Background: an optimization exercise with open tools, aiming at small area, a short achievable clock period and few clock cycles per item. Do not read the settings as production practice.
At most, simulation tests tie the RTL to the original design; equivalence was not proved.
Power and IR drop assume default switching activity.

== 05-21 ==
==> flow/design.v <==
module crc_code_faulty_memory(
    input clk,
    input rst,
    input write,
    input read,
    input [7:0] data_in,
    input [3:0] addr_in,
    input [3:0] fault_addr,
    input [1:0] burst_error_length,
    input fault_enable,
    output mem_write_busy,
    output read_busy,
    output data_valid,
    output error_detected,
    output completed,
    output [7:0] data_out
);
    reg       wr_p;
    reg       rd_p;
    reg [3:0] addr_p;
    reg [7:0] wdata_p;
    reg [3:0] fault_addr_p;
    reg [1:0] burst_len_p;
    reg       fault_en_p;
    always @(posedge clk or posedge rst) begin
        if (rst)
            rd_p <= 1'b0;
        else
            rd_p <= read;
    end
    always @(posedge clk) begin
        wr_p         <= write;
        addr_p       <= addr_in;
        wdata_p      <= data_in;
        fault_addr_p <= fault_addr;
        burst_len_p  <= burst_error_length;
        fault_en_p   <= fault_enable;
    end
    reg [7:0] mem [0:15];
    always @(posedge clk) begin
        if (wr_p)
            mem[addr_p] <= wdata_p;
    end
    wire [4:0] burst_end = {1'b0, fault_addr_p} + {3'b000, burst_len_p};
    reg  [7:0] dmask;
    integer j;
    always @(*) begin
        for (j = 0; j < 8; j = j + 1)
            dmask[j] = fault_en_p && (fault_addr_p <= j + 4) && (burst_end >= j + 4);
    end
    wire err = fault_en_p && (fault_addr_p < 4'd12);
    reg       done_r, valid_r, error_r;
    reg [7:0] data_r;
    always @(posedge clk or posedge rst) begin
        if (rst)
            done_r <= 1'b0;
        else
            done_r <= rd_p;
    end
    always @(posedge clk) begin
        valid_r <= rd_p & ~err;
        error_r <= rd_p & err;
        data_r  <= mem[addr_p] ^ dmask;
    end
    assign mem_write_busy = 1'b0;
    assign read_busy      = 1'b0;
    assign completed      = done_r;
    assign data_valid     = valid_r;
    assign error_detected = error_r;
    assign data_out       = data_r;
endmodule
Settings: LEC_CHECK=0, CAP_MARGIN=20, CORE_MARGIN=2, CORE_UTILIZATION=70, PLACE_DENSITY=0.8, SETUP_SLACK_MARGIN=4.0, SLEW_MARGIN=20; clock period 6.0 ns.
standard.sh (not shown) runs the stock make flow with config.mk's settings and CLKGATE_MAP_FILE= SYNTH_SCRIPT=/design/flow/synth_recipe.tcl, a recipe that flattens the netlist after the stock synthesis.
==> flow/flow/run.sh <==
#!/bin/bash
# Layout: the standard flow (standard.sh), with its synthesis unchanged and
# these ORFS settings for the later steps:
#  - port buffers of the smallest plain buffer (the resizer sizes them up as
#    timing needs) instead of the default delay-cell buffers;
#  - clock tree synthesis without dummy loads.
set -uo pipefail
EXTRA=("BUFFER_PORTS_ARGS=-buffer_cell sky130_fd_sc_hd__buf_1" "CTS_ARGS=-sink_clustering_enable -repair_clock_nets -dont_use_dummy_load -buf_list sky130_fd_sc_hd__clkbuf_8")
bash standard.sh synth > synth.log 2>&1 || { tail -n 30 synth.log; exit 1; }
bash standard.sh "${EXTRA[@]}" finish > layout.log 2>&1 || { tail -n 30 layout.log; exit 1; }
Testbench counts of 05-21, summed over its fixed seeds: cycles 4,806, items 4,800.
Changes in 07-05 relative to 05-21:
==> flow/design.v <==
module crc_code_faulty_memory(
    input clk,
    input rst,
    input write,
    input read,
    input [7:0] data_in,
    input [3:0] addr_in,
    input [3:0] fault_addr,
    input [1:0] burst_error_length,
    input fault_enable,
    output mem_write_busy,
    output read_busy,
    output data_valid,
    output error_detected,
    output completed,
    output [7:0] data_out
);
    reg [7:0] mem [0:15];
    always @(posedge clk) begin
        if (write)
            mem[addr_in] <= data_in;
    end
    reg       rd_p;
    reg [3:0] addr_p;
    reg [3:0] fault_addr_p;
    reg [1:0] burst_len_p;
    reg       fault_en_p;
    always @(posedge clk or posedge rst) begin
        if (rst)
            rd_p <= 1'b0;
        else
            rd_p <= read;
    end
    always @(posedge clk) begin
        addr_p       <= addr_in;
        fault_addr_p <= fault_addr;
        burst_len_p  <= burst_error_length;
        fault_en_p   <= fault_enable;
    end
    wire [4:0] burst_end = {1'b0, fault_addr_p} + {3'b000, burst_len_p};
    reg  [7:0] dmask;
    integer j;
    always @(*) begin
        for (j = 0; j < 8; j = j + 1)
            dmask[j] = fault_en_p && (fault_addr_p <= j + 4) && (burst_end >= j + 4);
    end
    wire err = fault_en_p && (fault_addr_p < 4'd12);
    reg       done_r, valid_r, error_r;
    reg [7:0] data_r;
    always @(posedge clk or posedge rst) begin
        if (rst) begin
            done_r  <= 1'b0;
            valid_r <= 1'b0;
            error_r <= 1'b0;
        end else begin
            done_r  <= rd_p;
            valid_r <= rd_p & ~err;
            error_r <= rd_p & err;
        end
    end
    always @(posedge clk) begin
        data_r <= mem[addr_p] ^ dmask;
    end
    assign mem_write_busy = 1'b0;
    assign read_busy      = 1'b0;
    assign completed      = done_r;
    assign data_valid     = valid_r;
    assign error_detected = error_r;
    assign data_out       = data_r;
endmodule
### Flow results
- 05-21: all stages complete, timing, DRC and antenna checks passed
- 07-05 finished end to end and its layout was clean on timing, DRC and antenna.
- Compared with 05-21, 07-05 ends up with a larger final cell area.
- Cmp 07-05 vs 05-21: area growth from synthesis to layout higher in 07-05
- Between 07-05 and 05-21, it is 07-05 whose total power is lower, by 0.033 mW.
- On wire length after detailed routing, 05-21 beats 07-05.
- 07-05 and 05-21 ended up with nearly the same synthesized area.
Only the layout flow was run in 07-05; the RTL was not checked for function there.

---

crc_code_faulty_memory, a different RTL version from the one above (not shown whole).
For scale: ~300 cells after synthesis, ~36 I/O pins, ~0.0060 mm2 of cells after synthesis.
==> module crc_code_faulty_memory, before the edit <==
module crc_code_faulty_memory(
    input clk,
    input rst,
    input write,
    input read,
    input [7:0] data_in,
    input [3:0] addr_in,
    input [3:0] fault_addr,
    input [1:0] burst_error_length,
    input fault_enable,
    output mem_write_busy,
    output read_busy,
    output data_valid,
    output error_detected,
    output completed,
    output [7:0] data_out
);
    reg [7:0] mem [0:15];
    always @(posedge clk) begin
        if (write)
            mem[addr_in] <= data_in;
    end
    wire [4:0] burst_end = {1'b0, fault_addr} + {3'b000, burst_error_length};
    reg  [7:0] dmask;
    integer j;
    always @(*) begin
        for (j = 0; j < 8; j = j + 1)
            dmask[j] = fault_enable && (fault_addr <= j + 4) && (burst_end >= j + 4);
    end
    wire err = fault_enable && (fault_addr < 4'd12);
    reg       rd_p;
    reg       err_p;
    reg [3:0] addr_p;
    reg [7:0] dmask_p;
    always @(posedge clk or posedge rst) begin
        if (rst)
            rd_p <= 1'b0;
        else
            rd_p <= read;
    end
    always @(posedge clk) begin
        err_p   <= err;
        addr_p  <= addr_in;
        dmask_p <= dmask;
    end
    reg       done_r, valid_r, error_r;
    reg [7:0] data_r;
    always @(posedge clk or posedge rst) begin
        if (rst) begin
            done_r  <= 1'b0;
            valid_r <= 1'b0;
            error_r <= 1'b0;
        end else begin
            done_r  <= rd_p;
            valid_r <= rd_p & ~err_p;
            error_r <= rd_p & err_p;
        end
    end
    always @(posedge clk) begin
        data_r <= mem[addr_p] ^ dmask_p;
    end
    assign mem_write_busy = 1'b0;
    assign read_busy      = 1'b0;
    assign completed      = done_r;
    assign data_valid     = valid_r;
    assign error_detected = error_r;
    assign data_out       = data_r;
endmodule
make LEC_CHECK=0 CAP_MARGIN=20 CORE_MARGIN=2 CORE_UTILIZATION=40 PLACE_DENSITY=0.6 SLEW_MARGIN=20 finish   # period 6.0 ns
run.sh (not shown) runs the stock make flow with config.mk's settings and CLKGATE_MAP_FILE= SYNTH_SCRIPT=/design/flow/synth_recipe.tcl, a recipe that flattens the netlist after the stock synthesis.
Stock flow here: none of the scripts above is used.
Testbench counts at the start, summed over its fixed seeds: cycles 4,806, items 4,800.
Then changed:
==> flow/design.v (replaced) <==
module crc_code_faulty_memory(
    input clk,
    input rst,
    input write,
    input read,
    input [7:0] data_in,
    input [3:0] addr_in,
    input [3:0] fault_addr,
    input [1:0] burst_error_length,
    input fault_enable,
    output mem_write_busy,
    output read_busy,
    output data_valid,
    output error_detected,
    output completed,
    output [7:0] data_out
);
    reg [7:0] mem [0:15];
    always @(posedge clk) begin
        if (write)
            mem[addr_in] <= data_in;
    end
    reg       rd_p;
    reg [3:0] addr_p;
    reg [3:0] fault_addr_p;
    reg [1:0] burst_len_p;
    reg       fault_en_p;
    always @(posedge clk or posedge rst) begin
        if (rst)
            rd_p <= 1'b0;
        else
            rd_p <= read;
    end
    always @(posedge clk) begin
        addr_p       <= addr_in;
        fault_addr_p <= fault_addr;
        burst_len_p  <= burst_error_length;
        fault_en_p   <= fault_enable;
    end
    wire [4:0] burst_end = {1'b0, fault_addr_p} + {3'b000, burst_len_p};
    reg  [7:0] dmask;
    integer j;
    always @(*) begin
        for (j = 0; j < 8; j = j + 1)
            dmask[j] = fault_en_p && (fault_addr_p <= j + 4) && (burst_end >= j + 4);
    end
    wire err = fault_en_p && (fault_addr_p < 4'd12);
    reg       done_r, valid_r, error_r;
    reg [7:0] data_r;
    always @(posedge clk or posedge rst) begin
        if (rst) begin
            done_r  <= 1'b0;
            valid_r <= 1'b0;
            error_r <= 1'b0;
        end else begin
            done_r  <= rd_p;
            valid_r <= rd_p & ~err;
            error_r <= rd_p & err;
        end
    end
    always @(posedge clk) begin
        data_r <= mem[addr_p] ^ dmask;
    end
    assign mem_write_busy = 1'b0;
    assign read_busy      = 1'b0;
    assign completed      = done_r;
    assign data_valid     = valid_r;
    assign error_detected = error_r;
    assign data_out       = data_r;
endmodule
Result: The new run finished clean. Final area drops slightly. Routed wire length climbs by a little under a tenth. Clock power climbs slightly. Sequential cell count drops by 2. Sequential power stays flat. Utilization drops by 0.28 points. Synthesized cell count climbs by roughly a tenth. Fmax climbs slightly.
The RTL of the second run of this note was laid out without a check of its function.

[afterwards: timing with drivers on the ports]
The flow's constraints put no driver on any port. The routed layouts listed below were extracted and timed again, unchanged, in two steps.
Step 1: set_driving_cell puts a clkbuf_16 on clk and a buf_2 on each other input, an assumption about the parent block.
Step 2 times the ports against the registers' clock, not the clock port: input delays grow and output delays shrink by t, the midpoint of the rising clock arrivals with the driver on.
Three values: ideal ports, drivers, drivers and shift; two values: the first two.
run	t (ns)	setup WS [ns]	worst hold slack (ns)	worst register clock-pin slew, ns	pins driven straight from the clock port
05-21	0.453	3.893 / 3.858 / 3.995	0.412 / 0.412 / 0.412	0.09 / 0.09	1
07-05	0.467	3.870 / 3.836 / 3.513	0.413 / 0.413 / 0.413	0.09 / 0.09	1
the first run of note 2	0.461	3.116 / 3.130 / 2.669	0.395 / 0.395 / 0.395	0.06 / 0.06	1
the second run of note 2	0.453	3.167 / 3.167 / 2.736	0.393 / 0.393 / 0.393	0.06 / 0.06	1
After both steps every run listed still meets setup and hold. The setup slack of the first run of note 2, which loses most, moves by +0.014 ns with the drivers and by -0.447 ns with both steps.
